This is an optimization exercise on Yosys and OpenROAD, whose aim is small area, a short achievable clock period and few clock cycles, not a production implementation. Function was checked by simulation only, so behaviour that the tests miss may differ from the original. Power figures rest on the tool's default switching activity, not on a simulated workload.

`flow/config.mk`:
```
export PLATFORM = sky130hd
export DESIGN_NAME = sc_core
export DESIGN_NICKNAME = sc_core
export VERILOG_FILES = /design/flow/design.v
export SDC_FILE = /design/flow/constraint.sdc
export NUM_CORES = 4
export LEC_CHECK = 0
export CAP_MARGIN = 20
export CORE_MARGIN = 2
export CORE_UTILIZATION = 50
export CTS_CLUSTER_DIAMETER = 80
export CTS_CLUSTER_SIZE = 24
export PLACE_DENSITY = 0.65
export SLEW_MARGIN = 20
```
`flow/constraint.sdc`:
```
create_clock -name core_clock -period 16.0 [get_ports {clk}]
set_input_delay 3.2000 -clock core_clock [delete_from_list [all_inputs] [get_ports {clk}]]
set_output_delay 3.2000 -clock core_clock [all_outputs]
set_load 0.01 [all_outputs]
```
`flow/design.v`:
```
`timescale 1ns / 1ps
`default_nettype none
module register_file
  (
    input wire clk_in,
    input wire rst_in,
    input wire [4:0] rs1_in,
    input wire [4:0] rs2_in,
    input wire [4:0] wa_in,
    input wire we_in,
    input wire [31:0] wd_in,
    output logic [31:0] rd1_out,
    output logic [31:0] rd2_out
  );
  logic [31:0] registers [31:1];
  logic [31:1] valid;
  always_ff @(posedge clk_in) begin
    if (we_in && wa_in != 0) begin
      registers[wa_in] <= wd_in;
    end
  end
  always_ff @(posedge clk_in) begin
    if (rst_in) begin
      valid <= '0;
    end else if (we_in && wa_in != 0) begin
      valid[wa_in] <= 1'b1;
    end
  end
  always_comb begin
    rd1_out = 32'b0;
    rd2_out = 32'b0;
    for (integer i = 1; i < 32; i = i + 1) begin
      rd1_out = rd1_out | ({32{rs1_in == i && valid[i]}} & registers[i]);
      rd2_out = rd2_out | ({32{rs2_in == i && valid[i]}} & registers[i]);
    end
  end
endmodule
`default_nettype wire
`timescale 1ns / 1ps
`default_nettype none
module sc_core(
  input wire clk,
  input wire rst,
  output logic [15:0] imem_addr,
  input wire [31:0] imem_rdata,
  output logic [6:0] dmem_addr,
  output logic dmem_we,
  output logic [31:0] dmem_wdata,
  input wire [31:0] dmem_rdata,
  output logic halted
);
  localparam int NB = 4;    
  localparam int TW = 8;    
  logic [15:0] fa;                        
  logic        s1_v, s2_v;                
  logic [15:0] s1_np, s2_np;              
  logic        s1_bt, s2_bt;              
  logic [1:0]  s1_bi, s2_bi;              
  logic        q0_v, q1_v;
  logic [31:0] q0_w, q1_w;
  logic [15:0] q0_np, q1_np;
  logic        q0_bt, q1_bt;
  logic [1:0]  q0_bi, q1_bi;
  logic [31:0] pc_d;                      
  logic [NB-1:0] btb_v;
  logic [TW-1:0] btb_tag [NB];
  logic [TW-1:0] btb_tgt [NB];
  logic [1:0]    btb_rr;
  logic        x_v;
  logic [31:0] x_a, x_b, x_alt;
  logic        x_fa, x_fb;                
  logic        x_add, x_sub, x_and, x_or, x_xor, x_slt, x_sltu;
  logic        x_sll, x_sra, x_sh, x_selalt;
  logic        x_br, x_jalrg, x_pred;
  logic [2:0]  x_f3;
  logic        x_wr;                      
  logic [4:0]  x_rd;
  logic [TW-1:0] x_tag;
  logic [1:0]  x_bi;
  logic        l0_v, l1_v, l2_v;
  logic [4:0]  l0_rd, l1_rd, l2_rd;
  logic        wb_v;
  logic [4:0]  wb_rd;
  logic [31:0] wb_val;
  logic          f_hit;
  logic [1:0]    f_bi;
  logic [TW-1:0] f_tgt;
  logic [15:0]   f_pred;
  always_comb begin
    f_hit = 1'b0;
    f_bi = 2'd0;
    f_tgt = '0;
    for (int i = 0; i < NB; i++) begin
      if (btb_v[i] && btb_tag[i] == fa[TW-1:0]) begin
        f_hit = 1'b1;
        f_bi = f_bi | 2'(i);
        f_tgt = f_tgt | btb_tgt[i];
      end
    end
    f_pred = f_hit ? {fa[15:TW], f_tgt} : fa + 16'd1;
  end
  assign imem_addr = fa;
  assign dmem_wdata = x_b;                
  logic [31:0] ir;
  assign ir = q0_w;
  logic [6:0] opc;
  logic [2:0] f3;
  logic [6:0] f7;
  logic [4:0] rs1, rs2, rdf;
  assign opc = ir[6:0];
  assign f3  = ir[14:12];
  assign f7  = ir[31:25];
  assign rs1 = ir[19:15];
  assign rs2 = ir[24:20];
  assign rdf = ir[11:7];
  logic is_op, is_opi, is_ld, is_st, is_br, is_jal, is_jalr, is_lui, is_auipc;
  assign is_op    = opc == 7'b0110011;
  assign is_opi   = opc == 7'b0010011 || opc == 7'b1110011;
  assign is_ld    = opc == 7'b0000011;
  assign is_st    = opc == 7'b0100011;
  assign is_br    = opc == 7'b1100011;
  assign is_jal   = opc == 7'b1101111;
  assign is_jalr  = opc == 7'b1100111;
  assign is_lui   = opc == 7'b0110111;
  assign is_auipc = opc == 7'b0010111;
  logic is_zero;
  assign is_zero = ir == 32'b0;
  logic jalr0, jalrg;                     
  assign jalr0 = is_jalr && rs1 == 5'd0;
  assign jalrg = is_jalr && rs1 != 5'd0;
  logic [31:0] imm_i, imm_s, imm_b, imm_u, imm_j;
  assign imm_i = {20'b0, ir[31:20]};
  assign imm_s = {20'b0, ir[31:25], ir[11:7]};
  assign imm_b = {19'b0, ir[31], ir[30:25], ir[7], ir[11:8], 1'b0};
  assign imm_u = {ir[31:12], 12'b0};
  assign imm_j = {{11{ir[31]}}, ir[31], ir[19:12], ir[20], ir[30:21], 1'b0};
  logic d_wr, d_alu_wr;                   
  assign d_wr = (is_op || is_opi || is_ld || is_jal || is_jalr || is_lui || is_auipc) && rdf != 5'd0;
  assign d_alu_wr = d_wr && !is_ld;
  logic a_add, a_sub, a_and, a_or, a_xor, a_slt, a_sltu, a_sll, a_sra, a_srl;
  always_comb begin
    a_add = 0; a_sub = 0; a_and = 0; a_or = 0; a_xor = 0;
    a_slt = 0; a_sltu = 0; a_sll = 0; a_sra = 0; a_srl = 0;
    if (is_op) begin
      if (f7 == 7'h00) begin
        case (f3)
          3'd0: a_add = 1;
          3'd1: a_sll = 1;
          3'd2: a_slt = 1;
          3'd3: a_sltu = 1;
          3'd4: a_xor = 1;
          3'd5: a_sra = 1;                
          3'd6: a_or = 1;
          3'd7: a_and = 1;
        endcase
      end else if (f7 == 7'h20) begin
        if (f3 == 3'd0) a_sub = 1;
        if (f3 == 3'd5) a_srl = 1;        
      end
    end else if (is_opi) begin
      case (f3)
        3'd0: a_add = 1;
        3'd1: a_sll = ir[31:25] == 7'h00;
        3'd2: a_slt = 1;
        3'd3: a_sltu = 1;
        3'd4: a_xor = 1;
        3'd5: begin
          a_sra = ir[31:25] == 7'h00;
          a_srl = ir[31:25] == 7'h04;
        end
        3'd6: a_or = 1;
        3'd7: a_and = 1;
      endcase
    end else if (is_lui || is_auipc || jalrg) begin
      a_add = 1;
    end
  end
  logic [31:0] rf1, rf2, v1, v2;
  register_file registers(
    .clk_in(clk),
    .rst_in(rst),
    .rs1_in(rs1),
    .rs2_in(rs2),
    .wa_in(wb_rd),
    .we_in(wb_v),
    .wd_in(wb_val),
    .rd1_out(rf1),
    .rd2_out(rf2)
  );
  assign v1 = (wb_v && wb_rd == rs1) ? wb_val : rf1;
  assign v2 = (wb_v && wb_rd == rs2) ? wb_val : rf2;
  logic need_x1, need_x2, need_d1, need_d2;
  assign need_x1 = rs1 != 5'd0 && (is_op || is_opi || is_br || jalrg);
  assign need_x2 = rs2 != 5'd0 && (is_op || is_br);
  assign need_d1 = rs1 != 5'd0 && (is_ld || is_st);
  assign need_d2 = rs2 != 5'd0 && is_st;
  logic xw1, xw2, l01, l02, l11, l12, l21, l22;
  assign xw1 = x_v && x_wr && x_rd == rs1;
  assign xw2 = x_v && x_wr && x_rd == rs2;
  assign l01 = l0_v && l0_rd == rs1;
  assign l02 = l0_v && l0_rd == rs2;
  assign l11 = l1_v && l1_rd == rs1;
  assign l12 = l1_v && l1_rd == rs2;
  assign l21 = l2_v && l2_rd == rs1;
  assign l22 = l2_v && l2_rd == rs2;
  logic stall;
  assign stall = is_zero
              || (need_x1 && (l01 || l11))
              || (need_x2 && (l02 || l12))
              || (need_d1 && (xw1 || l01 || l11 || l21))
              || (need_d2 && (xw2 || l02 || l12 || l22))
              || (d_alu_wr && l1_v)
              || (d_alu_wr && l0_v && l0_rd == rdf);
  logic [31:0] pc4, tgt, npc;
  logic [31:0] imm_pc;
  assign imm_pc = is_jal ? imm_j : is_br ? imm_b : imm_u;
  assign pc4 = pc_d + 32'd4;
  assign tgt = pc_d + imm_pc;
  always_comb begin
    if (is_jal) npc = tgt;
    else if (jalr0) npc = {imm_i[31:1], 1'b0};
    else if (is_br && q0_bt) npc = tgt;
    else npc = pc4;
  end
  logic [17:0] ck_b;
  logic [15:0] ck_a, ck_bb, ck_c, ck_k;
  always_comb begin
    if (is_jal) ck_b = imm_j[17:0];
    else if (is_br && q0_bt) ck_b = imm_b[17:0];
    else ck_b = 18'd4;
  end
  assign ck_a = pc_d[17:2];
  assign ck_bb = ck_b[17:2];
  assign ck_c = q0_np;
  assign ck_k = {(ck_a[14:0] & ck_bb[14:0]) | ((ck_a[14:0] | ck_bb[14:0]) & ~ck_c[14:0]),
                 pc_d[1] & ck_b[1]};
  logic np_ok;
  assign np_ok = jalr0 ? (q0_np == imm_i[17:2]) : ((ck_a ^ ck_bb ^ ck_c) == ck_k);
  logic [31:0] xa, xb;
  assign xa = x_fa ? wb_val : x_a;
  assign xb = x_fb ? wb_val : x_b;
  logic [32:0] sum33;
  logic [31:0] sum;
  assign sum33 = {1'b0, xa} + {1'b0, x_sub ? ~xb : xb} + {32'b0, x_sub};
  assign sum = sum33[31:0];
  logic eq, lts, ltu;
  assign eq  = xa == xb;
  assign ltu = !sum33[32];
  assign lts = (xa[31] != xb[31]) ? xa[31] : ltu;
  logic big;
  assign big = |xb[31:5];
  logic [31:0] sh_in, sh_r, sh_out, shl;
  logic fill;
  always_comb begin
    for (int i = 0; i < 32; i++) sh_in[i] = x_sll ? xa[31 - i] : xa[i];
  end
  assign fill = x_sra && xa[31];
  always_comb begin
    sh_r = sh_in;
    for (int k = 0; k < 5; k++) begin
      if (xb[k]) sh_r = (sh_r >> (1 << k)) | ({32{fill}} << (32 - (1 << k)));
    end
    if (big) sh_r = {32{fill}};
  end
  always_comb begin
    for (int i = 0; i < 32; i++) shl[i] = sh_r[31 - i];
  end
  assign sh_out = x_sll ? shl : sh_r;
  logic [31:0] alu;
  always_comb begin
    alu = ({32{x_add}} & sum)
        | ({32{x_and}} & (xa & xb))
        | ({32{x_or}}  & (xa | xb))
        | ({32{x_xor}} & (xa ^ xb))
        | ({32{x_sh}}  & sh_out)
        | {31'b0, (x_slt & lts) | (x_sltu & ltu)};
  end
  logic [31:0] x_res;
  assign x_res = x_selalt ? x_alt : alu;
  logic taken;
  always_comb begin
    case (x_f3)
      3'd0: taken = eq;
      3'd1: taken = !eq;
      3'd4: taken = lts;
      3'd5: taken = !lts;
      3'd6: taken = ltu;
      3'd7: taken = !ltu;
      default: taken = 1'b0;
    endcase
  end
  logic xr;                               
  logic [31:0] xr_pc;
  assign xr = x_v && ((x_br && taken != x_pred) || x_jalrg);
  assign xr_pc = x_jalrg ? {sum[31:1], 1'b0} : x_alt;
  logic issue, dr, drop;
  assign issue = q0_v && !stall && !xr;
  assign dr = q0_v && !xr && !is_zero && !jalrg && !np_ok;
  assign drop = s2_v && q0_v && !issue && q1_v && !xr && !dr;
  logic [15:0] fa_n;
  always_comb begin
    if (xr) fa_n = xr_pc[17:2];
    else if (dr) fa_n = npc[17:2];
    else if (drop) fa_n = q1_np;
    else fa_n = f_pred;
  end
  logic fl;                               
  assign fl = xr || dr || drop;
  always_ff @(posedge clk) begin
    if (rst) begin
      fa <= 16'd0;
      s1_v <= 1'b0;
      s2_v <= 1'b0;
    end else begin
      fa <= fa_n;
      s1_v <= !fl;
      s2_v <= s1_v && !fl;
    end
    s1_np <= f_pred;
    s1_bt <= f_hit;
    s1_bi <= f_bi;
    s2_np <= s1_np;
    s2_bt <= s1_bt;
    s2_bi <= s1_bi;
  end
  always_ff @(posedge clk) begin
    if (rst) begin
      q0_v <= 1'b0;
      q1_v <= 1'b0;
    end else if (xr) begin
      q0_v <= 1'b0;
      q1_v <= 1'b0;
    end else if (dr) begin
      q1_v <= 1'b0;
      if (issue) q0_v <= 1'b0;
      else q0_np <= npc[17:2];
    end else if (q0_v && !issue) begin
      if (!q1_v && s2_v) begin
        q1_v <= 1'b1;
        q1_w <= imem_rdata;
        q1_np <= s2_np;
        q1_bt <= s2_bt;
        q1_bi <= s2_bi;
      end
    end else if (q1_v) begin
      q0_v <= 1'b1;
      q0_w <= q1_w;
      q0_np <= q1_np;
      q0_bt <= q1_bt;
      q0_bi <= q1_bi;
      q1_v <= s2_v;
      q1_w <= imem_rdata;
      q1_np <= s2_np;
      q1_bt <= s2_bt;
      q1_bi <= s2_bi;
    end else begin
      q0_v <= s2_v;
      q0_w <= imem_rdata;
      q0_np <= s2_np;
      q0_bt <= s2_bt;
      q0_bi <= s2_bi;
    end
  end
  always_ff @(posedge clk) begin
    if (rst) pc_d <= 32'd0;
    else if (xr) pc_d <= xr_pc;
    else if (issue) pc_d <= npc;
  end
  logic [8:0] maddr;
  assign maddr = v1[8:0] + (is_st ? imm_s[8:0] : imm_i[8:0]);
  always_ff @(posedge clk) begin
    if (rst) begin
      x_v <= 1'b0;
      l0_v <= 1'b0;
      l1_v <= 1'b0;
      l2_v <= 1'b0;
      wb_v <= 1'b0;
      dmem_we <= 1'b0;
      halted <= 1'b0;
    end else begin
      x_v <= issue;
      l0_v <= issue && is_ld && rdf != 5'd0;
      l1_v <= l0_v;
      l2_v <= l1_v;
      wb_v <= (x_v && x_wr) || l2_v;
      dmem_we <= issue && is_st;
      if (q0_v && is_zero && !xr && !pc_d[31] && pc_d != 32'd0) halted <= 1'b1;
    end
    l0_rd <= rdf;
    l1_rd <= l0_rd;
    l2_rd <= l1_rd;
    wb_rd <= l2_v ? l2_rd : x_rd;
    wb_val <= l2_v ? dmem_rdata : x_res;
    dmem_addr <= maddr[8:2];
    x_a <= is_lui ? imm_u : is_auipc ? tgt : v1;
    x_b <= (is_opi || is_jalr) ? imm_i : (is_op || is_br || is_st) ? v2 : 32'b0;
    x_fa <= need_x1 && (xw1 || l21);
    x_fb <= need_x2 && (xw2 || l22);
    x_add <= a_add || a_sub;
    x_sub <= a_sub || a_slt || a_sltu || is_br;
    x_and <= a_and;
    x_or <= a_or;
    x_xor <= a_xor;
    x_slt <= a_slt;
    x_sltu <= a_sltu;
    x_sll <= a_sll;
    x_sra <= a_sra;
    x_sh <= a_sll || a_sra || a_srl;
    x_selalt <= is_jal || is_jalr;
    x_br <= is_br;
    x_jalrg <= jalrg;
    x_pred <= q0_bt;
    x_f3 <= f3;
    x_wr <= d_alu_wr;
    x_rd <= rdf;
    x_alt <= (is_br && !q0_bt) ? tgt : pc4;
    x_tag <= pc_d[TW+1:2];
    x_bi <= q0_bi;
  end
  logic          bw_en, bw_v, bw_alloc;
  logic [1:0]    bw_i;
  logic [TW-1:0] bw_tag, bw_tgt;
  always_comb begin
    bw_en = 1'b0; bw_v = 1'b0; bw_alloc = 1'b0;
    bw_i = btb_rr; bw_tag = x_tag; bw_tgt = x_alt[TW+1:2];
    if (x_v && x_br && taken != x_pred) begin
      bw_en = 1'b1;
      if (taken) begin
        bw_v = 1'b1; bw_alloc = 1'b1; bw_i = btb_rr;
      end else begin
        bw_v = 1'b0; bw_i = x_bi;
      end
    end else if (dr) begin
      bw_en = 1'b1;
      bw_tag = pc_d[TW+1:2];
      bw_tgt = npc[TW+1:2];
      if (is_jal || jalr0 || is_br) begin
        bw_v = 1'b1;
        bw_alloc = !q0_bt;
        bw_i = q0_bt ? q0_bi : btb_rr;
      end else begin
        bw_v = 1'b0;
        bw_i = q0_bi;
      end
    end
  end
  logic          bq_en, bq_v, bq_alloc;
  logic [1:0]    bq_i, bq_w;
  logic [TW-1:0] bq_tag, bq_tgt;
  always_ff @(posedge clk) begin
    if (rst) bq_en <= 1'b0;
    else bq_en <= bw_en;
    bq_v <= bw_v;
    bq_alloc <= bw_alloc;
    bq_i <= bw_i;
    bq_tag <= bw_tag;
    bq_tgt <= bw_tgt;
  end
  assign bq_w = bq_alloc ? btb_rr : bq_i;
  always_ff @(posedge clk) begin
    if (rst) begin
      btb_rr <= 2'd0;
      btb_v <= '0;
    end else if (bq_en) begin
      if (bq_alloc) btb_rr <= btb_rr + 2'd1;
      btb_v[bq_w] <= bq_v;
    end
    if (bq_en) begin
      btb_tag[bq_w] <= bq_tag;
      btb_tgt[bq_w] <= bq_tgt;
    end
  end
endmodule
`default_nettype wire
```
`flow/flow/run.sh`:
```
#!/bin/bash
set -euo pipefail
bash standard.sh SETUP_SLACK_MARGIN=11.4 finish > standard_flow.log 2>&1
```
`flow/standard.sh`:
```
#!/bin/bash
# synth_recipe.tcl (not shown) runs the flow's synth.tcl, then flattens the netlist and writes it again
# the make line also repeats each setting of config.mk as NAME=value (left out here)
make -C /OpenROAD-flow-scripts/flow DESIGN_CONFIG=/design/flow/config.mk WORK_HOME=/design/flow/orfs CLKGATE_MAP_FILE= SYNTH_SCRIPT=/design/flow/synth_recipe.tcl "${@:-finish}"
```
==> out/results.tsv, run 1 <==
stage	metric	value	unit
outcome	outcome	timing/DRC/antenna clean	
worst_setup_path	rrSetupSlack	11.27	ns
drt	routedWlPerCell	42.5	um
floorplanning	initial_utilization	50.5	%
layout	multi_input_area	30400	um^2
worst_setup_path	required	16.68	ns
yosys	synth-async-reset-ratio	0	%
timing	setup_tns	0	ns
clocking	cts_made_buffers	88	
yosys	synthCells	6090	
floorplanning	ios	123	
layout	final-seq-area	41900	um^2
yosys	ys_top_cells_by_area	edfxtp_1 (48%), dfxtp_1 (9.6%), a22oi_1 (4.0%), a221oi_1 (3.6%), a22o_1 (3.4%)	
yosys	synthMostInstantiatedCell	edfxtp_1	
grt	grt_pass1_wl	466	mm
timing	finalCriticalPeriod	4.73	ns
grt	grt_use_total	45.1	%
drt	drt-total-wl	348	mm
yosys	syn_area	72800	um^2
worst_setup_path	crit_type	reg -> reg	
yosys	ys.flop_type	edfxtp_1	
timing	fin_ws	11.27	ns
yosys	synth_commonest_cells	edfxtp_1 (1158), a22oi_1 (386), clkbuf_1 (359)	
power_and_ir_drop	p_int	5.54	mW
drt	route.vias.total	64400	
power_and_ir_drop	p_comb_share	6.8	%
yosys	ys_seq_area_share	57.4	%
yosys	synth-edff-count	1158	
power_and_ir_drop	power.density	88.7	nW/um^2
worst_setup_path	arrival	5.40	ns
power_and_ir_drop	clkPwrFrac	35.2	%
layout	fillerInstances	11700	
grt	grt_max_degree	75	
timing	drv_slew	0	
floorplanning	die_area	149000	um^2
placed_design	hpwl	201	mm
clocking	clkLatencyLatePin	0.79	ns
floorplanning	die-width	386	um
grt	antenna_found_initial	24	
worst_hold_path	min_path_type	reg -> reg	
timing	skew	0.0587	ns
grt	grt_pass1_vias	59200	
drt	route.detailed.drc	0	
yosys	synth_top_cell_by_area	edfxtp_1	
floorplanning	core	144000	um^2
yosys	synth_top_area_share	47.8	%
clocking	root_buffer	clkbuf_16	
worst_setup_path	cp-start-kind	flop	
power_and_ir_drop	p_sw_share	24.9	%
layout	synthToLayoutAreaGrowth	14.2	%
yosys	synth_warnings	2	
timing	min_period_over_period	29.5	%
timing	hold_viol_final	0	
clocking	cts_tree	done	
clocking	clock_sinks	1506	
flow_run	cap_violations	0	
drt	antenna_left	0	
yosys	synth_cell_types	98	
placed_design	io_buffers	122	
placed_design	place_worst_setup_slack	9.52	ns
grt	overflow	0	
floorplanning	row_count	139	
floorplanning	die_y	386	um
clocking	clk_pin_slew	0.10	ns
layout	nets	6451	
worst_setup_path	end_kind	flop	
timing	rsz0062_at_grt	yes	
timing	tightest_slew	1.19	ns
power_and_ir_drop	p_leak	30.4	nW
power_and_ir_drop	p_sw	1.83	mW
yosys	ys_seq_elements	1506	
power_and_ir_drop	pwr-share-seq	58.0	%
timing	fmax	212	MHz
clocking	htreeDepth	3	
clocking	clock_path_buffers	3	
timing	slew_headroom	20.8	%
timing	setup_viol	0	
placed_design	gp_congestion	1.04	
power_and_ir_drop	vdd_drop_max	0.103	mV
yosys	syn_nets	6326	
worst_setup_path	worstPathMaxFanout	6	
drt	dr.first_iter.drc_count	15200	
layout	drive_gt1_share	16.2	%
yosys	syn_avg_cell_area	11.9	um^2
drt	routed_via_density	7.85	
drt	dr.pass1.iters	13	
## logic make-up after synthesis
logic type	Yosys count	share of synthesized area (%)
AO/OA/AOI/OAI	1869	19.0
XOR/XNOR	255	3.07
flip-flops	1506	57.4
buffers and inverters	632	3.39
multiplexers	280	4.49
adder cells (fa/ha/maj)	171	3.11
AND/OR/NAND/NOR	1377	9.62
## timing repair
| action | CTS | global route |
|---|---|---|
| gates cloned | 15 | 15 |
| setup buffers | 101 | 62 |
| gates resized for setup | 389 | 240 |
| hold buffers | 0 | 0 |
| pin swaps | 26 | 63 |
| endpoints found under the hold margin | 0 | 0 |
| setup endpoints to repair | 344 | 270 |
## worst max-delay path, stage by stage, from the launching register on
cell and delay [ns]:
edfxtp_1 0.43, and4bb_4 0.42, nor3b_4 0.26, buf_4 0.16, and2_4 0.18, buf_6 0.10, buf_6 0.08, buf_6 0.09
a22o_1 0.13, fa_1 0.44, xnor2_1 0.16, nor4_2 0.25, nand3_1 0.15, nor4_2 0.32, nand2_1 0.10, o211ai_1 0.27
buf_4 0.18, buf_6 0.09, buf_6 0.08, buf_6 0.08, buf_6 0.08, buf_6 0.11, buf_12 0.14, buf_4 0.11
o21ai_2 0.05, a22o_1 0.18
## final timing paths
kind | cells after the start | from | to
setup / recovery | 25 | q0_w[2] | fa[0]
hold / removal | 0 | s1_np[12] | s2_np[12]
setup reg to reg | 25 | q0_w[2] | fa[0]
hold reg to reg | 0 | s1_np[12] | s2_np[12]
## power by group through the flow
stage / combinational (mW) / sequential [mW] / clock, mW
global placement: 0.382 / 4.37 / 0
CTS: 0.432 / 4.27 / 2.57
finish: 0.500 / 4.28 / 2.59
floorplan: 0.244 / 4.34 / 0
detailed placement: 0.386 / 4.37 / 0
global route: 0.521 / 4.28 / 2.70
## layout make-up
type | instances | share of cell area (%)
Multi-Input combinational cell | 3956 | 36.6
Tap cell | 1903 | 2.87
Clock buffer | 119 | 2.89
Antenna cell | 19 | 0.0572
Sequential cell | 1506 | 50.5
Timing Repair Buffer | 487 | 5.73
Inverter | 176 | 0.804
Clock inverter | 40 | 0.617
## sequential cells by signal (all words and copies together), names as in the netlist, 31 cells and up, named ones only
register and cells:
registers.registers 992, btb_tag 32, btb_tgt 32, pc_d 32, q0_w 32, q1_w 32
wb_val 32, x_a 32, x_alt 32, x_b 32, registers.valid 31
## cell usage in the layout (no fill, tap or decap), types with 54 or more instances in the layout
cell type,netlist,layout
nor2_1,313,271
mux2_2,59,59
a221oi_1,301,300
o21ai_0,225,196
nand3_1,160,149
mux2i_1,190,148
nand4_1,134,135
a21oi_1,277,260
nor3_1,79,71
dfxtp_1,348,285
clkbuf_16,0,104
buf_4,6,272
edfxtp_1,1158,1158
a222oi_1,65,65
xor2_1,116,105
nand2_1,303,299
ha_1,153,140
a22oi_1,386,386
inv_1,173,170
and3_1,105,54
xnor2_1,139,132
a22o_1,283,283
clkdlybuf4s50_1,0,64
## layer usage
| layer | part of all wire (%) | global-route usage [%] | vias to the layer above |
|---|---|---|---|
| li1 | - | - | 24400 |
| met1 | 32 | 53.9 | 30600 |
| met2 | 40 | 63.7 | 7127 |
| met3 | 17 | 19.4 | 2298 |
| met4 | 11 | 34.8 | 26 |
| met5 | 0.14 | 1.69 | - |
## through the flow
| step | total power, mW | hold WS [ns] | cell area, um^2 | utilization (%) | instances |
|---|---|---|---|---|---|
| final | 7.37 | 0.329 | 83100 | 57.7 | 8206 |
| after global placement | 4.76 | 0.311 | 76500 | 53.1 | 7834 |
| after detailed placement | 4.76 | 0.312 | 76500 | 53.1 | 7834 |
| after floorplan | 4.58 | 0.310 | 73000 | - | 6090 |
| after global routing | 7.49 | 0.323 | 83000 | 57.7 | 8191 |
| after CTS | 7.27 | 0.324 | 81300 | 56.4 | 8109 |
Testbench counts, summed over its fixed seeds: cycles 158,294.
==> inputs of run 2 (changes only) <==
--- a/flow/design.v
+++ b/flow/design.v
@@ -100,7 +100,6 @@
     f_pred = f_hit ? {fa[15:TW], f_tgt} : fa + 16'd1;
   end
   assign imem_addr = fa;
-  assign dmem_wdata = x_b;                
   logic [31:0] ir;
   assign ir = q0_w;
   logic [6:0] opc;
@@ -209,8 +208,7 @@
               || (need_x2 && (l02 || l12))
               || (need_d1 && (xw1 || l01 || l11 || l21))
               || (need_d2 && (xw2 || l02 || l12 || l22))
-              || (d_alu_wr && l1_v)
-              || (d_alu_wr && l0_v && l0_rd == rdf);
+              || (d_alu_wr && l1_v);
   logic [31:0] pc4, tgt, npc;
   logic [31:0] imm_pc;
   assign imm_pc = is_jal ? imm_j : is_br ? imm_b : imm_u;
@@ -323,42 +321,31 @@
     s2_bt <= s1_bt;
     s2_bi <= s1_bi;
   end
+  logic q0_take;                          
+  assign q0_take = !q0_v || !stall;
   always_ff @(posedge clk) begin
-    if (rst) begin
-      q0_v <= 1'b0;
-      q1_v <= 1'b0;
-    end else if (xr) begin
+    if (q0_take) begin
+      if (q1_v) {q0_w, q0_np, q0_bt, q0_bi} <= {q1_w, q1_np, q1_bt, q1_bi};
+      else {q0_w, q0_np, q0_bt, q0_bi} <= {imem_rdata, s2_np, s2_bt, s2_bi};
+    end else if (dr) begin
+      q0_np <= npc[17:2];
+    end
+    if (!q1_v || q0_take) {q1_w, q1_np, q1_bt, q1_bi} <= {imem_rdata, s2_np, s2_bt, s2_bi};
+  end
+  always_ff @(posedge clk) begin
+    if (rst || xr) begin
       q0_v <= 1'b0;
       q1_v <= 1'b0;
     end else if (dr) begin
       q1_v <= 1'b0;
       if (issue) q0_v <= 1'b0;
-      else q0_np <= npc[17:2];
-    end else if (q0_v && !issue) begin
-      if (!q1_v && s2_v) begin
-        q1_v <= 1'b1;
-        q1_w <= imem_rdata;
-        q1_np <= s2_np;
-        q1_bt <= s2_bt;
-        q1_bi <= s2_bi;
-      end
+    end else if (!q0_take) begin
+      if (!q1_v) q1_v <= s2_v;
     end else if (q1_v) begin
       q0_v <= 1'b1;
-      q0_w <= q1_w;
-      q0_np <= q1_np;
-      q0_bt <= q1_bt;
-      q0_bi <= q1_bi;
       q1_v <= s2_v;
-      q1_w <= imem_rdata;
-      q1_np <= s2_np;
-      q1_bt <= s2_bt;
-      q1_bi <= s2_bi;
     end else begin
       q0_v <= s2_v;
-      q0_w <= imem_rdata;
-      q0_np <= s2_np;
-      q0_bt <= s2_bt;
-      q0_bi <= s2_bi;
     end
   end
   always_ff @(posedge clk) begin
@@ -380,7 +367,7 @@
     end else begin
       x_v <= issue;
       l0_v <= issue && is_ld && rdf != 5'd0;
-      l1_v <= l0_v;
+      l1_v <= l0_v && !(issue && d_alu_wr && rdf == l0_rd);
       l2_v <= l1_v;
       wb_v <= (x_v && x_wr) || l2_v;
       dmem_we <= issue && is_st;
@@ -392,8 +379,9 @@
     wb_rd <= l2_v ? l2_rd : x_rd;
     wb_val <= l2_v ? dmem_rdata : x_res;
     dmem_addr <= maddr[8:2];
+    dmem_wdata <= v2;
     x_a <= is_lui ? imm_u : is_auipc ? tgt : v1;
-    x_b <= (is_opi || is_jalr) ? imm_i : (is_op || is_br || is_st) ? v2 : 32'b0;
+    x_b <= (is_opi || is_jalr) ? imm_i : (is_op || is_br) ? v2 : 32'b0;
     x_fa <= need_x1 && (xw1 || l21);
     x_fb <= need_x2 && (xw2 || l22);
     x_add <= a_add || a_sub;
==> run 2 against run 1 <==
Still clean on timing, DRC and antenna; via count shrank 0.94%; synthesized area rose by 1.6%; cell count down 0.37%; design area fell by 0.87%; power decreased by 1.1%; worst hold slack worse by 0.0096 ns; global-route usage decreased by 1.9 points; setup slack got worse by 0.20 ns; wire length decreased by 2.5%; clock skew is 0.011 ns lower; non-clock buffer count fell by 103; synthesized cell count increased by 1.2%; critical path type unchanged; critical endpoint is now dmem_addr[5]; largest power group unchanged; highest routed layer unchanged.
==> out/results.tsv, run 2 <==
stage	metric	value	unit
floorplanning	ios	123	
drt	dr.max_layer_used	met5	
power_and_ir_drop	p_leak	28.1	nW
timing	slew_headroom	8.17	%
worst_setup_path	critPathMaxStageDelay	0.78	ns
worst_setup_path	cp_common_cell	buf_4	
clocking	root_buffer	clkbuf_16	
power_and_ir_drop	power.density	88.5	nW/um^2
timing	setup_tns	0	ns
drt	route.detailed.drc	0	
grt	grt_pass1_vias	58300	
layout	layout_commonest_cell	edfxtp_1	
layout	largest_register_ffs	992	
grt	antenna_found_initial	18	
clocking	clock_sinks	1538	
placed_design	hpwl	203	mm
yosys	synth_top_cell_by_area	edfxtp_1	
worst_setup_path	r2r-end	dmem_addr[5]	
layout	finalInstanceArea	82400	um^2
drt	wl_met1	122	mm
layout	final_cell_mix	edfxtp_1 (1158), a22oi_1 (409), dfxtp_1 (345), nor2_1 (311), nand2_1 (309)	
timing	skew	0.0478	ns
worst_setup_path	worstPathMaxFanout	30	
clocking	cts_tree	done	
floorplanning	die-width	388	um
floorplanning	initial_utilization	50.2	%
layout	synthToLayoutAreaGrowth	11.4	%
drt	routedWlPerCell	41.5	um
yosys	ys_top_cells_by_area	edfxtp_1 (47%), dfxtp_1 (10%), a22oi_1 (4.2%), a221oi_1 (3.4%), a22o_1 (3.4%)	
timing	fmax	203	MHz
timing	drv_slew	0	
drt	antenna_left	0	
power_and_ir_drop	vdd_drop_max	0.0824	mV
yosys	synth_cell_types	89	
yosys	syn_nets	6402	
yosys	synth_warnings	2	
worst_setup_path	cp_slowest_cell	nor3_2	
grt	grt_pass1_wl	457	mm
layout	nets	6414	
floorplanning	die_y	388	um
drt	routed-wl-met3	62.6	mm
drt	route.vias.total	63800	
worst_setup_path	reg2reg_depth	16	
placed_design	gp_congestion	1.02	
worst_setup_path	required	16.68	ns
worst_setup_path	end_kind	flop	
floorplanning	row_count	141	
floorplanning	die_area	151000	um^2
timing	tightest_slew	1.37	ns
drt	dr.pass1.iters	11	
clocking	clk_pin_slew	0.10	ns
drt	dr_wl_met2	129	mm
worst_setup_path	rrSetupSlack	11.08	ns
yosys	syn_area	73900	um^2
drt	dr.first_iter.drc_count	15000	
grt	overflow	0	
timing	setup_viol	0	
yosys	ys_seq_elements	1538	
yosys	synth_commonest_cells	edfxtp_1 (1158), a22oi_1 (409), clkbuf_1 (386)	
drt	routed_via_density	7.80	
layout	fillerInstances	12100	
drt	drt-total-wl	340	mm
floorplanning	core	147000	um^2
layout	largest-register	registers.registers	
yosys	syn_avg_cell_area	12.0	um^2
clocking	cts_made_buffers	88	
grt	grt_max_degree	76	
worst_setup_path	crit_type	reg -> reg	
worst_setup_path	r2r_start	q0_w[17]	
timing	hold_viol_final	0	
placed_design	io_buffers	122	
yosys	synthCells	6166	
timing	min_period_over_period	30.8	%
worst_setup_path	cp-start-kind	flop	
worst_setup_path	arrival	5.61	ns
clocking	htreeDepth	3	
grt	grt_use_total	43.2	%
worst_hold_path	min_from	s1_np[4]	
yosys	synth-edff-count	1158	
clocking	clkLatencyLatePin	0.80	ns
yosys	synth_top_area_share	47.1	%
flow_run	cap_violations	0	
worst_hold_path	hold_end	s2_np[4]	
worst_hold_path	min_path_type	reg -> reg	
worst_hold_path	min_path_cells	0	
yosys	ys_seq_area_share	57.3	%
timing	rsz0062_at_grt	yes	
layout	drive_gt1_share	13.2	%
placed_design	post_dp_cell_area	77600	um^2
outcome	outcome	timing/DRC/antenna clean	
clocking	clock_path_buffers	3	
worst_setup_path	path_cells	buf_4 -> buf_4 -> nor2b_1 -> and3_2 -> buf_4 -> a22o_1 -> a221oi_1 -> nand3_1 -> nor3_2 -> a21oi_1 -> ha_1 -> nand2_1 -> or3_1 -> and3b_1 -> o21ai_1 -> xor2_1	
yosys	synth-async-reset-ratio	0	%
timing	finalCriticalPeriod	4.92	ns
yosys	ys.flop_type	edfxtp_1	
yosys	synthMostInstantiatedCell	edfxtp_1	
[run 2: where the power goes]
| group | switching [mW] | leakage, nW | internal, mW |
|---|---|---|---|
| Sequential | 0.0429 | 12.8 | 4.28 |
| Clock | 1.47 | 1.46 | 1.20 |
| Combinational | 0.186 | 13.9 | 0.112 |
[run 2: stage by stage]
step	hold WS (ns)	util [%]	setup WS, ns	std cells	power [mW]
floorplan	0.310	-	11.40	6166	4.55
detailed placement	0.312	52.7	10.32	7935	4.68
CTS	0.326	55.5	11.40	8142	7.25
global placement	0.311	52.7	10.45	7935	4.67
finish	0.319	55.9	11.08	8176	7.29
global route	0.337	55.9	11.18	8168	7.42
[run 2: cell type report]
cell class	instances	area [um^2]	share of cell area (%)
sequential	1538	42500	51.6
inverter	135	510	0.620
clock inverter	46	733	0.890
tap	1930	2410	2.93
antenna	8	20.0	0.0243
clock buffer	104	2310	2.81
multi-input combinational	4030	30300	36.8
timing repair inverter	1	7.51	0.00912
timing repair buffer	384	3540	4.30
[run 2: worst max path at each step]
stage / start / to / slack (ns) / cells past startpoint
2_1_floorplan: wb_val[0] / fa[4] / 11.40 / 20
3_3_place_gp: q0_w[5] / pc_d[30] / 10.45 / 17
3_5_place_dp: q0_w[5] / pc_d[30] / 10.32 / 17
4_1_cts: dmem_addr[4] / dmem_addr[4] / 11.40 / 1
5_1_grt: q0_w[17] / dmem_addr[5] / 11.18 / 18
6_report: q0_w[17] / dmem_addr[5] / 11.08 / 16
[run 2: repair_timing]
action,CTS,global route
hold buffers,0,0
buffers inserted,48,23
resized for setup,260,125
endpoints found under the setup margin,284,187
pin swaps,8,21
cloned,9,3
[run 2: layer usage]
layer  vias up  track usage (%)
met4         8             24.0
li1      24400                -
met3      1587             19.3
met5         -            0.351
met1     31000             58.7
met2      6818             57.0
[run 2: worst max-delay path: cells and delay by family, from the launching register on]
family / cells / cell delay, ns
AO/OA/AOI/OAI: 4 / 1.04
adder cells (fa/ha/maj): 1 / 0.43
XOR/XNOR: 1 / 0.16
AND/OR/NAND/NOR: 7 / 1.93
flip-flops: 1 / 0.53
buffers and inverters: 3 / 0.72
[run 2: cell families after synthesis]
family,synth area share (%)
muxes,4.81
AOI/OAI and AO/OA,18.7
DFF,57.3
and+or+nand+nor,9.94
xor gates and xnor gates,3.02
buffers and inverters,3.09
adders and majority gates,3.05
Testbench counts of run 2, summed over its fixed seeds: cycles 157,190.
==> inputs of run 3 (changes only) <==
--- a/flow/design.v
+++ b/flow/design.v
@@ -353,8 +353,11 @@
     else if (xr) pc_d <= xr_pc;
     else if (issue) pc_d <= npc;
   end
-  logic [8:0] maddr;
-  assign maddr = v1[8:0] + (is_st ? imm_s[8:0] : imm_i[8:0]);
+  logic [8:0] mimm, maddr_rf, maddr_wb, maddr;
+  assign mimm = is_st ? imm_s[8:0] : imm_i[8:0];
+  assign maddr_rf = rf1[8:0] + mimm;
+  assign maddr_wb = wb_val[8:0] + mimm;
+  assign maddr = (wb_v && wb_rd == rs1) ? maddr_wb : maddr_rf;
   always_ff @(posedge clk) begin
     if (rst) begin
       x_v <= 1'b0;
==> run 3 against run 2 <==
Register-to-register slack improved by 0.18 ns; critical path depth fell by 1; core utilization grew 0.38 points; critical path type unchanged; critical endpoint is now dmem_addr[6].
==> out/results.tsv, run 3 <==
stage	metric	value	unit
outcome	outcome	timing/DRC/antenna clean	
power_and_ir_drop	clkPwrFrac	35.9	%
worst_setup_path	worstPathMaxFanout	30	
timing	slew_headroom	9.62	%
timing	setup_tns	0	ns
yosys	synthMostInstantiatedCell	edfxtp_1	
power_and_ir_drop	p_comb_share	4.2	%
worst_setup_path	required	16.70	ns
layout	synthToLayoutAreaGrowth	11.5	%
layout	drive_gt1_share	13.7	%
power_and_ir_drop	vdd_drop_max	0.0969	mV
drt	dr.first_iter.drc_count	15500	
power_and_ir_drop	p_leak	27.9	nW
flow_run	cap_violations	0	
yosys	ys.flop_type	edfxtp_1	
floorplanning	row_count	140	
yosys	synthCells	6082	
grt	grt_busiest_layer	met1	
grt	grt_pass1_vias	58100	
clocking	htreeDepth	3	
clocking	cts_made_buffers	86	
clocking	clk_pin_slew	0.10	ns
yosys	synth_top_cell_by_area	edfxtp_1	
worst_setup_path	arrival	5.45	ns
placed_design	gp_congestion	1.01	
grt	antenna_found_initial	20	
placed_design	place_worst_setup_slack	9.51	ns
worst_setup_path	end_kind	flop	
clocking	root_buffer	clkbuf_16	
grt	grt_use_met2	58.1	%
worst_setup_path	cp_slowest_cell	nor3_4	
layout	largest-register	registers.registers	
placed_design	hpwl	203	mm
yosys	syn_avg_cell_area	12.1	um^2
worst_setup_path	crit_type	reg -> reg	
timing	setup_viol	0	
timing	finalCriticalPeriod	4.74	ns
floorplanning	die-width	388	um
worst_setup_path	critPathMaxStageDelay	0.55	ns
power_and_ir_drop	pwr-share-seq	60.0	%
floorplanning	core	146000	um^2
yosys	ys_seq_elements	1538	
yosys	synth_cell_types	101	
timing	tightest_slew	1.35	ns
drt	route.vias.total	63500	
grt	grt_max_degree	69	
clocking	clock_sinks	1538	
timing	drv_slew	0	
timing	hold_viol_final	0	
grt	overflow	0	
placed_design	io_buffers	122	
clocking	clkLatencyLatePin	0.79	ns
power_and_ir_drop	p_sw	1.69	mW
yosys	syn_area	73700	um^2
floorplanning	initial_utilization	50.5	%
timing	min_period_over_period	29.6	%
yosys	synth_warnings	2	
layout	fillerInstances	12000	
clocking	cts_tree	done	
placed_design	post_dp_cell_area	77400	um^2
layout	final_cell_mix	edfxtp_1 (1158), a22oi_1 (413), dfxtp_1 (349), nor2_1 (316), a221oi_1 (294)	
layout	largest_register_ffs	992	
worst_setup_path	cp-start-kind	flop	
yosys	syn_nets	6318	
drt	routedWlPerCell	42.2	um
drt	routed_via_density	7.83	
timing	skew	0.0439	ns
worst_hold_path	min_path_type	reg -> reg	
yosys	ys_seq_area_share	57.5	%
yosys	synth_commonest_cells	edfxtp_1 (1158), a22oi_1 (413), dfxtp_1 (380)	
clocking	hold_buffers	0	
drt	dr.pass1.iters	12	
yosys	synth-async-reset-ratio	0	%
drt	antenna_left	0	
power_and_ir_drop	p_sw_share	23.6	%
yosys	synth-edff-count	1158	
layout	layout_commonest_cell	edfxtp_1	
grt	grt_pass1_wl	460	mm
floorplanning	ios	123	
grt	grt_use_total	43.7	%
worst_setup_path	path_cells	buf_4 -> and3b_1 -> and3_2 -> buf_4 -> a22o_1 -> a221oi_1 -> nand4_1 -> nor3_4 -> a21oi_1 -> ha_1 -> nor3_1 -> o31ai_1 -> a31o_2 -> a21oi_1 -> xnor2_1	
worst_hold_path	min_path_cells	0	
drt	drt-total-wl	342	mm
layout	finalInstanceArea	82100	um^2
timing	fin_ws	11.26	ns
power_and_ir_drop	power.density	87.4	nW/um^2
clocking	clock_path_buffers	3	
floorplanning	die_area	150000	um^2
worst_setup_path	reg2reg_depth	15	
drt	route.detailed.drc	0	
grt	use_met3	19.6	%
floorplanning	die_y	388	um
yosys	ys_top_cells_by_area	edfxtp_1 (47%), dfxtp_1 (10%), a22oi_1 (4.2%), a221oi_1 (3.5%), a22o_1 (3.3%)	
timing	fmax	211	MHz
layout	nets	6370	
timing	rsz0062_at_grt	yes	
power_and_ir_drop	p_int	5.49	mW
grt	use_met1	58.2	%
yosys	synth_top_area_share	47.2	%
-- run 3: stage by stage --
step / std cells / hold slack (ns) / total power, mW / utilization (%)
floorplan: 6082 / 0.310 / 4.54 / -
global placement: 7860 / 0.310 / 4.66 / 53.0
detailed placement: 7860 / 0.312 / 4.66 / 53.0
CTS: 8052 / 0.322 / 7.13 / 55.5
global route: 8111 / 0.324 / 7.31 / 56.3
finish: 8121 / 0.322 / 7.18 / 56.3
-- run 3: cell type report --
class	count	area, um^2	share of cell area [%]
diodes	13	32.5	0.0396
clock buffers	106	2250	2.74
clock inverters	39	597	0.727
inverters	162	608	0.740
multi-input cells	3942	30100	36.7
flip-flops and latches	1538	42500	51.7
well taps	1917	2400	2.92
repair buffers	404	3640	4.43
-- run 3: worst paths after layout --
kind | slack [ns] | endpoint | start
worst max register to register | 11.26 | dmem_addr[6] | q0_w[17]
worst min register to register | 0.32 | s2_np[11] | s1_np[11]
worst max-delay path | 11.26 | dmem_addr[6] | q0_w[17]
worst min-delay path | 0.32 | s2_np[11] | s1_np[11]
-- run 3: power by group through the flow --
stage | combinational [mW] | clock, mW | sequential [mW]
CTS | 0.272 | 2.56 | 4.31
finish | 0.299 | 2.58 | 4.31
global route | 0.311 | 2.69 | 4.31
floorplan | 0.156 | 0 | 4.38
detailed placement | 0.254 | 0 | 4.41
global placement | 0.253 | 0 | 4.40
-- run 3: routing by layer --
metal	vias to the layer above	routed length [um]
li1	24200	-
met1	30500	121000
met2	6934	132000
met3	1836	62300
met4	18	27500
met5	-	185
-- run 3: kinds of logic (layout without fill, tap and decap cells) --
logic type                 count (synthesis)  after routing  share of synthesized area [%]
AOI/OAI and AO/OA                       1796           1796                           18.5
xor gates and xnor gates                 249            249                           2.96
adders and majority gates                170            170                           3.06
buffers and inverters                    606            711                           3.18
DFF                                     1538           1538                           57.5
muxes                                    331            332                           5.24
other                                      0             13                              0
and+or+nand+nor                         1392           1395                           9.59
-- run 3: repair_timing --
action                                  in CTS  in global routing
pin swaps                                   10                 28
endpoints found under the setup margin     219                190
resized for setup                          212                142
buffers inserted                            39                 50
cloned                                       8                  6
-- run 3: critical path, delay by kind of cell (launching register included) --
| kind | cells | cell delay [ns] |
|---|---|---|
| AOI/OAI and AO/OA | 6 | 1.58 |
| and+or+nand+nor | 5 | 1.50 |
| buffers and inverters | 2 | 0.59 |
| DFF | 1 | 0.47 |
| adders and majority gates | 1 | 0.33 |
| xor gates and xnor gates | 1 | 0.13 |
Testbench counts of run 3, summed over its fixed seeds: cycles 157,190.
==> inputs of run 4 (changes only) <==
--- a/flow/design.v
+++ b/flow/design.v
@@ -62,6 +62,19 @@
   logic        q0_bt, q1_bt;
   logic [1:0]  q0_bi, q1_bi;
   logic [31:0] pc_d;                      
+  logic [9:0] q0_c;
+  function automatic logic [9:0] classify(input logic [31:0] w);
+    classify = {w == 32'b0,
+                w[6:0] == 7'b0010111,
+                w[6:0] == 7'b0110111,
+                w[6:0] == 7'b1100111,
+                w[6:0] == 7'b1101111,
+                w[6:0] == 7'b1100011,
+                w[6:0] == 7'b0100011,
+                w[6:0] == 7'b0000011,
+                w[6:0] == 7'b0010011 || w[6:0] == 7'b1110011,
+                w[6:0] == 7'b0110011};
+  endfunction
   logic [NB-1:0] btb_v;
   logic [TW-1:0] btb_tag [NB];
   logic [TW-1:0] btb_tgt [NB];
@@ -113,17 +126,17 @@
   assign rs2 = ir[24:20];
   assign rdf = ir[11:7];
   logic is_op, is_opi, is_ld, is_st, is_br, is_jal, is_jalr, is_lui, is_auipc;
-  assign is_op    = opc == 7'b0110011;
-  assign is_opi   = opc == 7'b0010011 || opc == 7'b1110011;
-  assign is_ld    = opc == 7'b0000011;
-  assign is_st    = opc == 7'b0100011;
-  assign is_br    = opc == 7'b1100011;
-  assign is_jal   = opc == 7'b1101111;
-  assign is_jalr  = opc == 7'b1100111;
-  assign is_lui   = opc == 7'b0110111;
-  assign is_auipc = opc == 7'b0010111;
+  assign is_op    = q0_c[0];
+  assign is_opi   = q0_c[1];
+  assign is_ld    = q0_c[2];
+  assign is_st    = q0_c[3];
+  assign is_br    = q0_c[4];
+  assign is_jal   = q0_c[5];
+  assign is_jalr  = q0_c[6];
+  assign is_lui   = q0_c[7];
+  assign is_auipc = q0_c[8];
   logic is_zero;
-  assign is_zero = ir == 32'b0;
+  assign is_zero = q0_c[9];
   logic jalr0, jalrg;                     
   assign jalr0 = is_jalr && rs1 == 5'd0;
   assign jalrg = is_jalr && rs1 != 5'd0;
@@ -325,8 +338,8 @@
   assign q0_take = !q0_v || !stall;
   always_ff @(posedge clk) begin
     if (q0_take) begin
-      if (q1_v) {q0_w, q0_np, q0_bt, q0_bi} <= {q1_w, q1_np, q1_bt, q1_bi};
-      else {q0_w, q0_np, q0_bt, q0_bi} <= {imem_rdata, s2_np, s2_bt, s2_bi};
+      if (q1_v) {q0_w, q0_c, q0_np, q0_bt, q0_bi} <= {q1_w, classify(q1_w), q1_np, q1_bt, q1_bi};
+      else {q0_w, q0_c, q0_np, q0_bt, q0_bi} <= {imem_rdata, classify(imem_rdata), s2_np, s2_bt, s2_bi};
     end else if (dr) begin
       q0_np <= npc[17:2];
     end
==> flow/flow/run.sh (replaced) <==
#!/bin/bash
set -euo pipefail
bash standard.sh SETUP_SLACK_MARGIN=11.6 finish > standard_flow.log 2>&1
==> run 4 against run 3 <==
Still clean; via count increased by 1.3%; die area rose by 1.1%; maximum frequency rose by 3.7%; critical endpoint is now x_b[4]; highest routed layer unchanged.
==> out/results.tsv, run 4 <==
stage	metric	value	unit
outcome	outcome	timing/DRC/antenna clean	
clocking	clock_sinks	1541	
grt	grt_max_degree	65	
worst_setup_path	reg2reg_depth	9	
yosys	synth_top_family_by_area	compound AO/OA/AOI/OAI gates	
yosys	syn_area	74500	um^2
worst_setup_path	r2r-end	x_b[4]	
layout	largest_register_ffs	992	
worst_setup_path	r2r_start	q0_w[20]	
power_and_ir_drop	power.density	87.6	nW/um^2
layout	fin_util	56.4	%
yosys	synth_commonest_cells	edfxtp_1 (1161), nor2_1 (395), dfxtp_1 (380)	
yosys	synthAdderAreaFrac	3.06	%
layout	largest-register	registers.registers	
worst_setup_path	crit_type	reg -> reg	
floorplanning	row_count	141	
yosys	ys_top_cells_by_area	edfxtp_1 (47%), dfxtp_1 (10%), a221oi_1 (3.7%), a22oi_1 (3.6%), a22o_1 (3.4%)	
placed_design	hpwl	209	mm
timing	rsz0062_at_grt	yes	
worst_hold_path	min_path_cells	0	
grt	grt_pass1_wl	469	mm
worst_hold_path	hold_end	s2_np[0]	
layout	drive_gt1_share	14.8	%
drt	routed_via_density	7.78	
worst_setup_path	worstPathMaxFanout	20	
clocking	cts_tree	done	
flow_run	cap_violations	0	
placed_design	gp_congestion	1.04	
layout	final_cell_mix	edfxtp_1 (1161), nor2_1 (361), a22oi_1 (357), dfxtp_1 (320), a221oi_1 (309)	
layout	multi_input_area	30800	um^2
timing	drv_slew	0	
yosys	synth-async-reset-ratio	0	%
yosys	synth-simple-area-share	10.3	%
drt	routedWlPerCell	41.8	um
timing	fmax	219	MHz
worst_setup_path	cp-start-kind	flop	
timing	finalCriticalPeriod	4.57	ns
worst_hold_path	min_path_type	reg -> reg	
timing	setup_viol	0	
layout	final-seq-area	42600	um^2
worst_setup_path	end_kind	flop	
clocking	clkLatencyLatePin	0.81	ns
yosys	synth_warnings	2	
clocking	htreeDepth	3	
clocking	cts_made_buffers	89	
drt	route.vias.total	64400	
yosys	syn_nets	6462	
power_and_ir_drop	vdd_drop_max	0.0943	mV
drt	dr.first_iter.drc_count	15100	
grt	overflow	0	
layout	fillerInstances	12200	
worst_setup_path	arrival	5.21	ns
layout	finalInstanceArea	83500	um^2
floorplanning	core	148000	um^2
drt	antenna_left	0	
clocking	clk_pin_slew	0.09	ns
layout	synthToLayoutAreaGrowth	12.1	%
floorplanning	ios	123	
timing	slew_headroom	10.5	%
yosys	yosys.area_share.xor_xnor	2.97	%
yosys	ys_seq_area_share	57.0	%
timing	skew	0.0759	ns
timing	min_period_over_period	28.6	%
placed_design	io_buffers	122	
yosys	synth_cell_types	107	
timing	setup_tns	0	ns
placed_design	post_dp_cell_area	78000	um^2
floorplanning	die-width	390	um
worst_setup_path	required	16.64	ns
drt	drt-total-wl	346	mm
yosys	ys_seq_elements	1541	
power_and_ir_drop	p_leak	29.4	nW
floorplanning	die_area	152000	um^2
drt	dr.pass1.iters	11	
yosys	synth_top_cell_by_area	edfxtp_1	
yosys	synthMuxAreaShare	4.70	%
yosys	synthCells	6225	
yosys	synthMostInstantiatedCell	edfxtp_1	
layout	nets	6505	
yosys	syn_avg_cell_area	12.0	um^2
grt	grt_use_total	44.0	%
clocking	hold_buffers	0	
timing	tightest_slew	1.33	ns
floorplanning	die_y	390	um
clocking	root_buffer	clkbuf_16	
worst_setup_path	rrSetupSlack	11.43	ns
clocking	clock_path_buffers	3	
yosys	synth_compound_area_share	18.6	%
worst_hold_path	min_from	s1_np[0]	
layout	layout_commonest_cell	edfxtp_1	
timing	hold_viol_final	0	
drt	route.detailed.drc	0	
grt	antenna_found_initial	15	
yosys	ys.flop_type	edfxtp_1	
yosys	synth_top_area_share	46.8	%
yosys	synth-edff-count	1161	
floorplanning	initial_utilization	50.4	%
grt	grt_pass1_vias	59200	
==> run 4: layer usage <==
layer / global-route usage [%] / vias up / part of all wire (%)
met5: 0.0319 / - / 0.022
met4: 24.9 / 10 / 8.0
met3: 19.8 / 1693 / 18
met2: 58.6 / 6940 / 38
met1: 58.9 / 31000 / 36
li1: - / 24700 / -
==> run 4: power by group <==
group | total, mW | switching (mW) | internal (mW)
clock network | 2.67 | 1.51 | 1.17
registers | 4.32 | 0.0420 | 4.28
logic | 0.313 | 0.197 | 0.116
total | 7.31 | 1.74 | 5.57
==> run 4: how the worst max path moves through the flow <==
stage / slack (ns) / start / depth (start not counted) / endpoint
finish: 11.43 / q0_w[20] / 9 / x_b[4]
global route: 11.48 / fa[8] / 1 / imem_addr[8]
CTS: 11.48 / fa[8] / 1 / imem_addr[8]
detailed placement: 10.09 / x_fb / 16 / q0_np[10]
global placement: 10.24 / x_fb / 16 / q0_np[10]
floorplan: 11.60 / x_fb / 19 / q0_np[0]
==> run 4: logic make-up (layout without fill, tap and decap cells) <==
| group | count (synthesis) | in the layout |
|---|---|---|
| AOI/OAI and AO/OA | 1848 | 1848 |
| xor gates and xnor gates | 252 | 252 |
| adders and majority gates | 172 | 172 |
| buffers and inverters | 607 | 714 |
| DFF | 1541 | 1541 |
| muxes | 294 | 294 |
| other | 0 | 14 |
| and+or+nand+nor | 1511 | 1512 |
==> run 4: per-stage QoR <==
stage          instances  power, mW  setup WS (ns)  hold slack, ns
4_1_cts             8222       7.26          11.48           0.331
2_1_floorplan       6225       4.56          11.60           0.310
3_3_place_gp        8009       4.68          10.24           0.310
3_5_place_dp        8012       4.69          10.09           0.312
5_1_grt             8263       7.44          11.48           0.337
6_report            8277       7.31          11.43           0.330
==> run 4: layout make-up <==
type / count / share of cell area [%]
diodes: 14 / 0.0420
clock buffers: 106 / 2.85
clock inverters: 50 / 0.829
inverters: 148 / 0.666
multi-input cells: 4078 / 37.0
flip-flops and latches: 1541 / 51.0
well taps: 1930 / 2.89
repair buffers: 410 / 4.73
==> run 4: what timing repair did <==
action                     in CTS  in global routing
buffers inserted               50                 35
gates resized for setup       425                176
pin swaps                       9                 24
cloned                          4                  5
setup endpoints to repair     221                203
==> run 4: critical path, stage by stage, from the launching register on <==
cell	delay, ns
edfxtp_1	0.39
buf_4	0.24
and2_0	0.34
and3_2	0.58
buf_4	0.46
a221oi_1	0.40
nand4_1	0.15
nor3_1	1.08
a21oi_1	0.48
a22o_1	0.33
Testbench counts of run 4, summed over its fixed seeds: cycles 157,190.
==> inputs of run 5 (changes only) <==
--- a/flow/design.v
+++ b/flow/design.v
@@ -113,6 +113,7 @@
     f_pred = f_hit ? {fa[15:TW], f_tgt} : fa + 16'd1;
   end
   assign imem_addr = fa;
+  assign dmem_wdata = x_b;                
   logic [31:0] ir;
   assign ir = q0_w;
   logic [6:0] opc;
@@ -395,9 +396,8 @@
     wb_rd <= l2_v ? l2_rd : x_rd;
     wb_val <= l2_v ? dmem_rdata : x_res;
     dmem_addr <= maddr[8:2];
-    dmem_wdata <= v2;
     x_a <= is_lui ? imm_u : is_auipc ? tgt : v1;
-    x_b <= (is_opi || is_jalr) ? imm_i : (is_op || is_br) ? v2 : 32'b0;
+    x_b <= (is_opi || is_jalr) ? imm_i : (is_op || is_br || is_st) ? v2 : 32'b0;
     x_fa <= need_x1 && (xw1 || l21);
     x_fb <= need_x2 && (xw2 || l22);
     x_add <= a_add || a_sub;
==> run 5 against run 4 <==
First-iteration DRC count down 5.4%; count of clock-buffer cells in the layout down 1; maximum frequency down 5.6%; die area down 1.8%; combinational power up 3%; critical path depth up 3; power down 2.7%; design area down 0.86%; worst hold slack about the same; clock skew up 0.012 ns; critical path type unchanged; critical endpoint is now x_a[27]; largest power group unchanged.
==> out/results.tsv, run 5 <==
stage	metric	value	unit
outcome	outcome	timing/DRC/antenna clean	
yosys	syn_nets	6387	
drt	dr.pass1.iters	14	
grt	grt_use_total	44.4	%
clocking	clock_sinks	1509	
drt	routedWlPerCell	42.2	um
placed_design	hpwl	211	mm
timing	fmax	206	MHz
floorplanning	die_y	386	um
yosys	ys_seq_area_share	57.2	%
power_and_ir_drop	p_leak	29.0	nW
yosys	synth-async-reset-ratio	0	%
layout	nets	6490	
yosys	ys.flop_type	edfxtp_1	
worst_setup_path	reg2reg_depth	12	
worst_hold_path	min_from	s1_np[11]	
worst_setup_path	r2r-end	x_a[27]	
flow_run	cap_violations	0	
timing	drv_slew	0	
placed_design	io_buffers	122	
yosys	synth_cell_types	104	
clocking	clock_path_buffers	3	
floorplanning	row_count	140	
power_and_ir_drop	vdd_drop_max	0.117	mV
timing	skew	0.0883	ns
layout	final_cell_mix	edfxtp_1 (1161), a22oi_1 (395), nor2_1 (329), nand2_1 (328), a221oi_1 (304)	
floorplanning	die_area	149000	um^2
worst_setup_path	arrival	5.44	ns
yosys	ys_seq_elements	1509	
yosys	synth_top_cell_by_area	edfxtp_1	
worst_setup_path	crit_type	reg -> reg	
timing	hold_viol_final	0	
drt	drt-total-wl	348	mm
layout	layout_commonest_cell	edfxtp_1	
timing	min_period_over_period	30.3	%
clocking	cts_tree	done	
worst_setup_path	end_kind	flop	
drt	routed_via_density	7.77	
worst_setup_path	crit_start	q0_w[15]	
grt	overflow	0	
timing	setup_viol	0	
floorplanning	initial_utilization	50.3	%
grt	grt_pass1_wl	465	mm
clocking	clk_pin_slew	0.10	ns
layout	finalInstanceArea	82700	um^2
drt	antenna_left	0	
layout	final_cell_count_no_fill	8251	
yosys	synth-edff-count	1161	
yosys	synth_top_area_share	47.7	%
yosys	synth_warnings	2	
clocking	root_buffer	clkbuf_16	
floorplanning	core	145000	um^2
placed_design	gp_congestion	1.00	
worst_setup_path	cp-start-kind	flop	
yosys	synthCells	6150	
grt	grt_max_degree	80	
power_and_ir_drop	p_total	7.11	mW
drt	dr.first_iter.drc_count	14300	
timing	rsz0062_at_grt	yes	
placed_design	post_dp_cell_area	76900	um^2
clocking	cts_made_buffers	85	
timing	tightest_slew	1.41	ns
floorplanning	die-width	386	um
placed_design	placed_cells	7929	
drt	route.vias.total	64100	
worst_hold_path	hold_end	s2_np[11]	
clocking	htreeDepth	3	
layout	drive_gt1_share	16.1	%
worst_hold_path	min_path_cells	0	
layout	synthToLayoutAreaGrowth	13.1	%
layout	largest-register	registers.registers	
layout	fin_util	56.9	%
drt	route.detailed.drc	0	
timing	slew_headroom	5.32	%
grt	antenna_found_initial	34	
layout	largest_register_ffs	992	
worst_hold_path	min_path_type	reg -> reg	
timing	finalCriticalPeriod	4.84	ns
yosys	synth_commonest_cells	edfxtp_1 (1161), a22oi_1 (396), clkbuf_1 (366)	
clocking	clkLatencyLatePin	0.80	ns
worst_setup_path	rrSetupSlack	11.16	ns
grt	grt_pass1_vias	58800	
floorplanning	ios	123	
worst_setup_path	worstPathMaxFanout	20	
worst_setup_path	r2r_start	q0_w[15]	
worst_setup_path	required	16.59	ns
yosys	syn_avg_cell_area	11.9	um^2
timing	setup_tns	0	ns
yosys	synthMostInstantiatedCell	edfxtp_1	
power_and_ir_drop	power.density	85.9	nW/um^2
clocking	hold_buffers	0	
yosys	syn_area	73100	um^2
yosys	ys_top_cells_by_area	edfxtp_1 (48%), dfxtp_1 (9.5%), a22oi_1 (4.1%), a221oi_1 (3.7%), a22o_1 (3.3%)	
==> run 5: cell types whose count changed after synthesis, sizes merged, moves of 23 or more <==
cell,before,now
a21oi,289,254
o21ai,172,226
a22oi,358,396
clkbuf,336,366
nand4,152,129
nand2,302,333
dfxtp,380,348
xor2,69,92
buf,123,96
nor2,397,364
==> run 5: layer usage <==
metal / vias to the layer above / global-route usage (%) / wire length (um)
met4: 20 / 34.6 / 36900
met2: 6752 / 62.9 / 141000
met3: 2154 / 18.1 / 56700
met1: 30700 / 53.7 / 113000
met5: - / 0.942 / 479
li1: 24500 / - / -
==> run 5: how the worst max path moves through the flow <==
stage               depth (start not counted)  slack (ns)             end
CTS                                         1       11.42  dmem_wdata[31]
detailed placement                         17        9.29        pc_d[31]
global route                                1       11.41  dmem_wdata[31]
finish                                     12       11.16         x_a[27]
floorplan                                  19       11.63        q0_np[0]
global placement                           17        9.40        pc_d[31]
==> run 5: what timing repair did <==
| action | CTS | global route |
|---|---|---|
| buffers inserted | 79 | 60 |
| pin swaps | 11 | 33 |
| endpoints found under the setup margin | 285 | 267 |
| gates cloned | 5 | 8 |
| resized for setup | 498 | 170 |
==> run 5: through the flow <==
| stage | setup WS, ns | hold WS (ns) |
|---|---|---|
| after global placement | 9.40 | 0.311 |
| after floorplan | 11.63 | 0.310 |
| after CTS | 11.42 | 0.335 |
| final | 11.16 | 0.330 |
| after global routing | 11.41 | 0.337 |
| after detailed placement | 9.29 | 0.312 |
==> run 5: kinds of logic (layout without fill, tap and decap cells) <==
kind of cell               count (synthesis)  count (layout)  synth area share (%)
adders and majority gates                171             171                  3.10
and+or+nand+nor                         1469            1472                  10.1
DFF                                     1509            1509                  57.2
xor gates and xnor gates                 257             257                  3.08
muxes                                    272             273                  4.36
AOI/OAI and AO/OA                       1852            1852                  18.9
other                                      0              21                     0
buffers and inverters                    620             779                  3.30
==> run 5: final cells by class <==
| cell class | instances | area, um^2 |
|---|---|---|
| multi-input cells | 4025 | 30400 |
| repair buffers | 474 | 4430 |
| clock buffers | 105 | 2220 |
| well taps | 1917 | 2400 |
| fillers | 12000 | 62700 |
| diodes | 21 | 52.6 |
| flip-flops and latches | 1509 | 42100 |
| inverters | 158 | 597 |
| clock inverters | 42 | 616 |
==> run 5: where the power goes <==
part | switching [mW] | internal, mW | total [mW]
registers | 0.0405 | 4.20 | 4.24
logic | 0.201 | 0.120 | 0.322
clock network | 1.43 | 1.12 | 2.54
==> run 5: worst max-delay path: stages (launching register included) <==
cell	delay (ns)
edfxtp_1	0.44
buf_12	0.17
buf_4	0.15
nor2_4	0.34
and3_2	0.47
buf_4	0.44
buf_4	0.64
a222oi_1	0.21
nand3_1	0.13
nor3_1	0.15
a211oi_1	0.79
a21oi_1	0.08
o21ai_0	0.62
Testbench counts of run 5, summed over its fixed seeds: cycles 157,190.

## separate check: timing with driven ports
The results above use ideal ports. As a check the final layouts listed here were re-extracted and re-timed, cells and wires unchanged.
Step 1 sets driving cells, clkbuf_16 on the clock port and buf_2 on the other inputs (assumed; they add their load-dependent delay and slew).
Step 2 times the ports against the registers' clock, not the clock port: input delays grow and output delays shrink by t, the midpoint of the rising clock arrivals with the driver on.
Slacks: ideal / step 1 / step 2; pairs: ideal / step 1.
run | t, ns | setup slack, ns | worst data-port slew with drivers (ns)
run 1 | 0.843 | 11.274 / 11.274 / 10.758 | 0.07
run 2 | 0.851 | 11.075 / 11.075 / 10.839 | 0.07
run 3 | 0.850 | 11.257 / 11.257 / 11.048 | 0.05
run 4 | 0.852 | 11.427 / 11.419 / 10.884 | 0.06
run 5 | 0.833 | 11.156 / 11.156 / 11.002 | 0.08
After both steps setup and hold are still met in every run listed. The setup slack of run 4, which loses most, moves by -0.008 ns with the drivers and by -0.543 ns with both steps.
